This is an optimization exercise on Yosys and OpenROAD, whose aim is small area and a short achievable clock period, not a production implementation. No run shown here included a check of the RTL's function; only the layout flow was run. Power and IR drop assume default switching activity.

## flow/design.v (module list and top-level ports; edited modules follow where they fit)
// module fa: 4 lines
// module ha: 4 lines
// module top_fp_mul_N32_M23_E8: 1298 lines
module top_fp_mul_N32_M23_E8(input  wire clk,
                             input  wire [31:0] a1,
                             input  wire [31:0] b1,
                             output wire [31:0] y);
  // ...
==> flow/flow/run.sh <==
#!/bin/bash
bash standard.sh MATCH_CELL_FOOTPRINT=0 "BUFFER_PORTS_ARGS=-buffer_cell sky130_fd_sc_hd__buf_2" finish > standard.log 2>&1
==> flow/standard.sh <==
#!/bin/bash
# synth_recipe.tcl (not shown) runs the flow's synth.tcl, then flattens the netlist and writes it again
# the make line also repeats each setting of config.mk as NAME=value (left out here)
make -C /OpenROAD-flow-scripts/flow DESIGN_CONFIG=/design/flow/config.mk WORK_HOME=/design/flow/orfs CLKGATE_MAP_FILE= SYNTH_SCRIPT=/design/flow/synth_recipe.tcl "${@:-finish}"
==> flow/config.mk <==
export PLATFORM = sky130hd
export DESIGN_NAME = top_fp_mul_N32_M23_E8
export DESIGN_NICKNAME = top_fp_mul_N32_M23_E8
export VERILOG_FILES = /design/flow/design.v
export SDC_FILE = /design/flow/constraint.sdc
export NUM_CORES = 4
export LEC_CHECK = 0
export ABC_AREA = 1
export CAP_MARGIN = 20
export CORE_MARGIN = 2
export CORE_UTILIZATION = 40
export SETUP_SLACK_MARGIN = 3.5
export SLEW_MARGIN = 20
export SYNTH_HIERARCHICAL = 1
==> flow/constraint.sdc <==
create_clock -name core_clock -period 8.5 [get_ports {clk}]
set_input_delay 1.7000 -clock core_clock [delete_from_list [all_inputs] [get_ports {clk}]]
set_output_delay 1.7000 -clock core_clock [all_outputs]
set_load 0.01 [all_outputs]
==> metrics.md, run 1 <==
| Metric | Value |
|---|---|
| Layout cells sized above 1 | `a little under an eighth` |
| RSZ-0062 raised after global routing | `false` |
| Synthesis Warnings | `7` |
| Largest power group | `combinational logic` |
| Crit path required time | `8.89 ns` |
| # Post-CTS Setup Buffers | `0` |
| Seq Cell Count | `136` |
| Metal2 WL | `around 21000 um` |
| Largest family of logic cells by synthesized area | `adder cells` |
| Crit end category | `flop` |
| PortBufs | `96` |
| CP max stage delay | `1.06 ns` |
| Comb power frac | `around 80%` |
| Final Cycle Share | `56.0%` |
| Hold_ws | `0.326 ns` |
| Reg2reg end | `rcj` |
| Num CTS Buffers | `17` |
| Core area | `about 42000 um^2` |
| Cells after Synth | `roughly 1900` |
| Top Ports | `97` |
| Seq group | `a little over 1 mW` |
| Hold path depth | `0` |
| CTS Sinks | `~140` |
| Worst Hold Endpoint | `re2[4]` |
| First-pass DRT Iterations | `8` |
| Post-Synth XOR/XNOR Area | `about 16%` |
| Power consumption | `roughly 8 mW` |
| #MultiIn Comb | `1427` |
| Grt met1 use | `about a third` |
| PostCTS Resize Cnt | `6` |
| Max VDD drop | `0.000183 V` |
| Most numerous cell in the Yosys netlist | `xor2_1` |
| Gr busiest metal | `met2` |
| Tmin final | `4.76 ns` |
| Status | `finished clean` |
==> run 2: changes to the inputs <==
--- a/flow/design.v
+++ b/flow/design.v
@@ -1232,17 +1232,54 @@
   fa u569 (.a(c559), .b(s566), .ci(c561), .s(s568), .co(c569));
   fa u571 (.a(i10), .b(c565), .ci(pp10[24]), .s(s570), .co(c571));
   fa u573 (.a(pp11[22]), .b(c567), .ci(s570), .s(s572), .co(c573));
   fa u575 (.a(nneg[10]), .b(ra[20]), .ci(ra[21]), .s(s574), .co(c575));
   fa u577 (.a(pp11[23]), .b(s574), .ci(c571), .s(s576), .co(c577));
   fa u579 (.a(i11), .b(c575), .ci(pp11[24]), .s(s578), .co(c579));
   wire [18:0] lx = {c155, c139, c123, c109, c95, s92, c71, c61, c51, s48, c35, s32, s26, s20, s16, c13, pp1[0], pp0[1], neg[0]};
   wire [18:0] ly = {s172, s154, s138, s122, s108, s94, s82, s70, s60, s50, s42, s34, s28, s22, s18, s14, s12, 1'b0, pp0[0]};
-  wire [19:0] lsum = {1'b0, lx} + {1'b0, ly};
+  wire cg1 = (lx[1] & ly[1]) | ((lx[1] | ly[1]) & (lx[0] & ly[0]));
+  wire cp1 = (lx[1] | ly[1]) & (lx[0] | ly[0]);
+  wire cg2 = (lx[3] & ly[3]) | ((lx[3] | ly[3]) & (lx[2] & ly[2]));
+  wire cp2 = (lx[3] | ly[3]) & (lx[2] | ly[2]);
+  wire cg3 = cg2 | (cp2 & cg1);
+  wire cp3 = cp2 & cp1;
+  wire cg4 = (lx[4] & ly[4]) | ((lx[4] | ly[4]) & cg3);
+  wire cp4 = (lx[4] | ly[4]) & cp3;
+  wire cg5 = (lx[5] & ly[5]) | ((lx[5] | ly[5]) & cg4);
+  wire cp5 = (lx[5] | ly[5]) & cp4;
+  wire cg6 = (lx[6] & ly[6]) | ((lx[6] | ly[6]) & cg5);
+  wire cp6 = (lx[6] | ly[6]) & cp5;
+  wire cg7 = (lx[7] & ly[7]) | ((lx[7] | ly[7]) & cg6);
+  wire cp7 = (lx[7] | ly[7]) & cp6;
+  wire cg8 = (lx[8] & ly[8]) | ((lx[8] | ly[8]) & cg7);
+  wire cp8 = (lx[8] | ly[8]) & cp7;
+  wire cg9 = (lx[9] & ly[9]) | ((lx[9] | ly[9]) & cg8);
+  wire cp9 = (lx[9] | ly[9]) & cp8;
+  wire cg10 = (lx[11] & ly[11]) | ((lx[11] | ly[11]) & (lx[10] & ly[10]));
+  wire cp10 = (lx[11] | ly[11]) & (lx[10] | ly[10]);
+  wire cg11 = (lx[12] & ly[12]) | ((lx[12] | ly[12]) & cg10);
+  wire cp11 = (lx[12] | ly[12]) & cp10;
+  wire cg12 = cg11 | (cp11 & cg9);
+  wire cp12 = cp11 & cp9;
+  wire cg13 = (lx[14] & ly[14]) | ((lx[14] | ly[14]) & (lx[13] & ly[13]));
+  wire cp13 = (lx[14] | ly[14]) & (lx[13] | ly[13]);
+  wire cg14 = (lx[16] & ly[16]) | ((lx[16] | ly[16]) & (lx[15] & ly[15]));
+  wire cp14 = (lx[16] | ly[16]) & (lx[15] | ly[15]);
+  wire cg15 = (lx[18] & ly[18]) | ((lx[18] | ly[18]) & (lx[17] & ly[17]));
+  wire cp15 = (lx[18] | ly[18]) & (lx[17] | ly[17]);
+  wire cg16 = cg13 | (cp13 & cg12);
+  wire cp16 = cp13 & cp12;
+  wire cg17 = cg15 | (cp15 & cg14);
+  wire cp17 = cp15 & cp14;
+  wire cg18 = cg17 | (cp17 & cg16);
+  wire cp18 = cp17 & cp16;
+  wire [19:19] lsum;
+  assign lsum[19] = cg18;
   wire [3:0] mx = {c231, c211, c191, s188};
   wire [3:0] my = {s250, s230, s210, s190};
   wire x23 = s272;
   wire [15:0] lgx = {c531, c521, c509, c497, c483, c469, c453, c437, c419, c401, c381, c361, c339, c317, c295, c273};
   wire [15:0] lgy = {s540, s530, s520, s508, s496, s482, s468, s452, s436, s418, s400, s380, s360, s338, s316, s294};
   wire [7:0] hgx = {c579, c577, c573, c569, c563, c557, c549, c541};
   wire [7:0] hgy = {i11, s578, s576, s572, s568, s562, s556, s548};
   wire [7:0] hg0 = hgx & hgy;
==> run 2 against run 1 <==
Against the previous run:
- combinational power decreased by 2%
- register-to-register slack got worse by 0.07 ns
- non-clock buffer count increased by 4
- still clean on timing, DRC and antenna
- highest routed layer unchanged
- worst hold slack got worse by 0.0035 ns
- cell area decreased by 1.1%
- synthesized cell count decreased by 2.2%
==> metrics.md, run 2 <==
| Metric | Value |
|---|---|
| Clock root cell | `clkbuf_16` |
| Sequential element share of the synthesized area | `~16%` |
| DR WL/cell | `20.5 um` |
| Max VDD drop | `0.000211 V (+16%)` |
| Async set-reset flop share out of synthesis | `0%` |
| Vias in the first global route | `roughly 14000` |
| DR vias | `13540` |
| Num CTS Buffers | `17 (unchanged)` |
| Worst path slowest cell | `fa_1` |
| Core Util, Final | `44.8%` |
| Setup TNS | `0 ns` |
| Top cells by area, synth | `fa_1, dfxtp_1, xor2_1` |
| Synthesis Warnings | `7 (unchanged)` |
| Worst setup path category | `flop to flop` |
| # hold bufs at CTS | `0` |
| Skew final | `about 0.018 ns` |
| Netlist Area Pre-Place | `between 15000 and 20000 um^2` |
| Crit path required time | `8.87 ns (-0.02 ns)` |
| Number of instances in the placed design | `2364` |
| Core area | `41100 um^2 (-2.0%)` |
| CP Cell Sequence | `buf_8, inv_1, fa_1, fa_1, fa_1, fa_1, fa_1, ha_1, inv_1, fa_1, inv_1, a31oi_1, nand2_1, inv_1, o21ai_0, inv_1, nor2_1, nor2_1, o21ai_0, xor2_1` |
| Clk slew on worst S/H paths | `approximately 0.070 ns` |
| Synth cell count leaders | `xor2_1, fa_1, o22ai_1` |
| Largest Register | `ra_n` |
| Worst Setup SP | `negr[6]` |
| Highest clock rate | `between 0.2 and 0.25 GHz` |
| Comb power frac | `77.9% (+0.2 points)` |
| DP HPWL | `34800 um` |
| Total Routing Usage GR | `23.0%` |
| Layout cells sized above 1 | `12.2% (+0.72 points)` |
| Seq pwr share | `12.9%` |
| Maximum clock path buffer count | `2` |
| Cell Int Power | `3.84 mW` |
| Tmin final | `4.83 ns (+0.0676 ns)` |
| Critical path fanouts, max | `27` |
| R2r setup slk | `~3.7 ns` |
| Post-synth top area share | `~32%` |
| Global placement routability congestion | `roughly 0.89` |
| Final Cycle Share | `56.8% (+0.80 points)` |
| Most frequent cell on the critical path | `fa_1` |
| Post-Syn Area per Cell | `9.18 um^2` |
| Commonest non-fill, non-tap cell in the layout | `xor2_1` |
| CP bufs+invs | `6` |
| CP startpoint kind | `flop` |
| Top Family by Delay on Critical Path | `adder cells` |
| Worst-Margin Slew | `1.11 ns` |
| Drt drc | `0` |
| Max reg flops | `23` |
| Endpoints failing setup | `0` |
| Die Width | `209 um` |
| # diodes | `0` |
| Syn_nets | `roughly 2200` |
| Htree depth | `4` |
| Post-Layout Cell Count | `2402` |
| Rel. slew slack | `26.0%` |
| Post-synth EDFFs | `0` |
| CTS Sinks | `136 (unchanged)` |
| Sw power | `~4 mW` |
| Row Count | `74` |
| Maxcap violations | `0` |
| First-pass DRT Iterations | `6 (-2)` |
| Most numerous cell in the Yosys netlist | `xor2_1` |
| Final slew viol count | `0` |
| Dominant cell type by area after synthesis | `fa_1` |
| PortBufs | `96 (unchanged)` |
| CP max stage delay | `0.52 ns (-0.54 ns)` |
| GRT Residual Overflow | `0` |
| Lkg Pwr | `8.13 nW` |
| Starting Density | `40.7%` |
| TritonCTS clock tree | `done` |
| Antenna Nets Post-Route | `0` |
| Number of DRC markers in iteration 0 | `1330` |
| DRT Wirelength | `slightly below 50000 um` |
| HP Class | `flop to flop` |
| RSZ-0062 raised after global routing | `true` |
| Main flop type after synthesis | `dfxtp_1` |
| Status | `finished clean` |
| Worst R2R Start | `negr[6]` |
| Crit end category | `flop` |
| Hold Crit Start | `re[3]` |
| Cells after Synth | `1822 (-2.2%)` |
| Hold Fails Final Rpt | `0` |
| Initial antenna violation count | `0` |
| Flops & latches, synth | `136` |
| Clk pwr share | `a little under a tenth` |
| Synth-to-Final Area Change | `10.0%` |
| # nets final | `2257` |
| Worst-Skew Late Latency | `0.45 ns` |
| Pwr Density | `425 nW/um^2` |
| Data arrival, critical path | `5.20 ns` |
| First-pass GRT wire length | `78300 um` |
| Biggest regs | `ra_n: 23 flops, rlx: 16 flops, rly: 16 flops` |
| Die Span Y | `between 200 and 250 um` |
| Top Ports | `97 (unchanged)` |
| Sw Share | `50.8%` |
| Power consumption | `7.81 mW (-1.9%)` |
| Die Area | `around 43000 um^2` |
| Via-per-instance ratio | `5.64` |
| Synth unique cells | `50` |
| Commonest cells after routing, fill and taps aside | `xor2_1, fa_1, o22ai_1` |
| Largest net degree at the start of global routing | `28` |
[run 2: changes by cell type after synthesis, moves of 7 or more]
cell / previous run / this run
buf_2: 17 / 3
buf_1: 11 / 23
nand2_1: 236 / 220
o21ai_0: 38 / 55
nand3_1: 61 / 49
nand4_1: 9 / 2
inv_1: 160 / 153
ha_1: 81 / 64
nand2_2: 14 / 2
nor2_1: 72 / 54
[run 2: area by class of cell]
| type | count | area (um^2) |
|---|---|---|
| fillers | 4009 | 22700 |
| flip-flops and latches | 136 | 2730 |
| inverters | 160 | 608 |
| multi-input cells | 1389 | 12900 |
| clock inverters | 14 | 129 |
| well taps | 532 | 666 |
| repair buffers | 153 | 923 |
| clock buffers | 18 | 439 |
[run 2: kinds of logic after synthesis]
logic type	synth area share, %
simple gates	8.81
fa+ha+maj	37.2
compound gates	14.8
flops	16.3
xor+xnor	16.1
buf+inv	6.89
[run 2: Yosys stat by module, one instance, submodules excluded]
| module | cells inside | area (um^2) | flops+latches |
|---|---|---|---|
| ha | 1 | 12.5 | 0 |
| top_fp_mul_N32_M23_E8 | 1538 | 11200 | 136 |
| fa | 1 | 20.0 | 0 |
[run 2: metrics by stage]
stage / hold WS (ns) / cell area [um^2] / worst slack (ns)
6_report: 0.323 / 18400 / 3.67
2_1_floorplan: 0.310 / 16700 / 3.62
5_1_grt: 0.325 / 18400 / 3.36
3_5_place_dp: 0.312 / 17700 / 3.38
3_3_place_gp: 0.310 / 17700 / 3.41
4_1_cts: 0.326 / 18400 / 3.48
[run 2: repair_timing]
action | 4_1_cts | 5_1_grt
setup buffers | 3 | 2
endpoints found under the setup margin | 32 | 35
gates cloned | 1 | 0
pin swaps | 1 | 1
resized for setup | 14 | 11
[run 2: path summary, 6_finish.rpt]
check                           cells after the start      to
worst max register to register                     20  rh1[7]
worst min register to register                      0  re2[3]
worst min-delay path                                0  re2[3]
worst max-delay path                               20  rh1[7]
[run 2: per-layer routing]
layer / share of wire, % / track usage, % / vias up
li1: - / - / 6109
met1: 44 / 32.0 / 6653
met2: 45 / 35.8 / 691
met3: 8.7 / 5.18 / 87
met4: 2.1 / 7.24 / 0
met5: 0 / 0 / -
[run 2: worst reg2reg max path: cells and delay by family (launching register included)]
family                     cells  cell delay [ns]
adders and majority gates      7             2.74
buffers and inverters          6             0.69
AOI/OAI and AO/OA              3             0.45
and+or+nand+nor                3             0.38
DFF                            1             0.34
xor gates and xnor gates       1             0.19
[run 2: power groups by stage]
stage | Sequential [mW] | Combinational [mW] | Clock [mW]
2_1_floorplan | 1.00 | 4.32 | 0
3_3_place_gp | 1.02 | 5.88 | 0
3_5_place_dp | 1.02 | 5.97 | 0
4_1_cts | 1.01 | 6.12 | 0.736
5_1_grt | 1.03 | 7.03 | 0.767
6_report | 1.01 | 6.09 | 0.716

## what the ideal ports hide
How much do the figures lean on ideal ports? The routed layouts below were timed once more, with nothing changed but the port constraints. Step 1: set_driving_cell puts a clkbuf_16 on clk and a buf_2 on each other input, an assumption about the parent block. Step 2 times the ports against the registers' clock, not the clock port: input delays grow and output delays shrink by t, the midpoint of the rising clock arrivals with the driver on. Three values: no drivers, after step 1, after step 2; two values: the first two.
| run | t, ns | setup WS [ns] | worst hold slack (ns) |
|---|---|---|---|
| run 1 | 0.487 | 3.742 / 3.712 / 3.742 | 0.326 / 0.326 / 0.326 |
| run 2 | 0.492 | 3.674 / 3.674 / 3.674 | 0.323 / 0.323 / 0.323 |
After both steps every run listed still meets setup and hold.
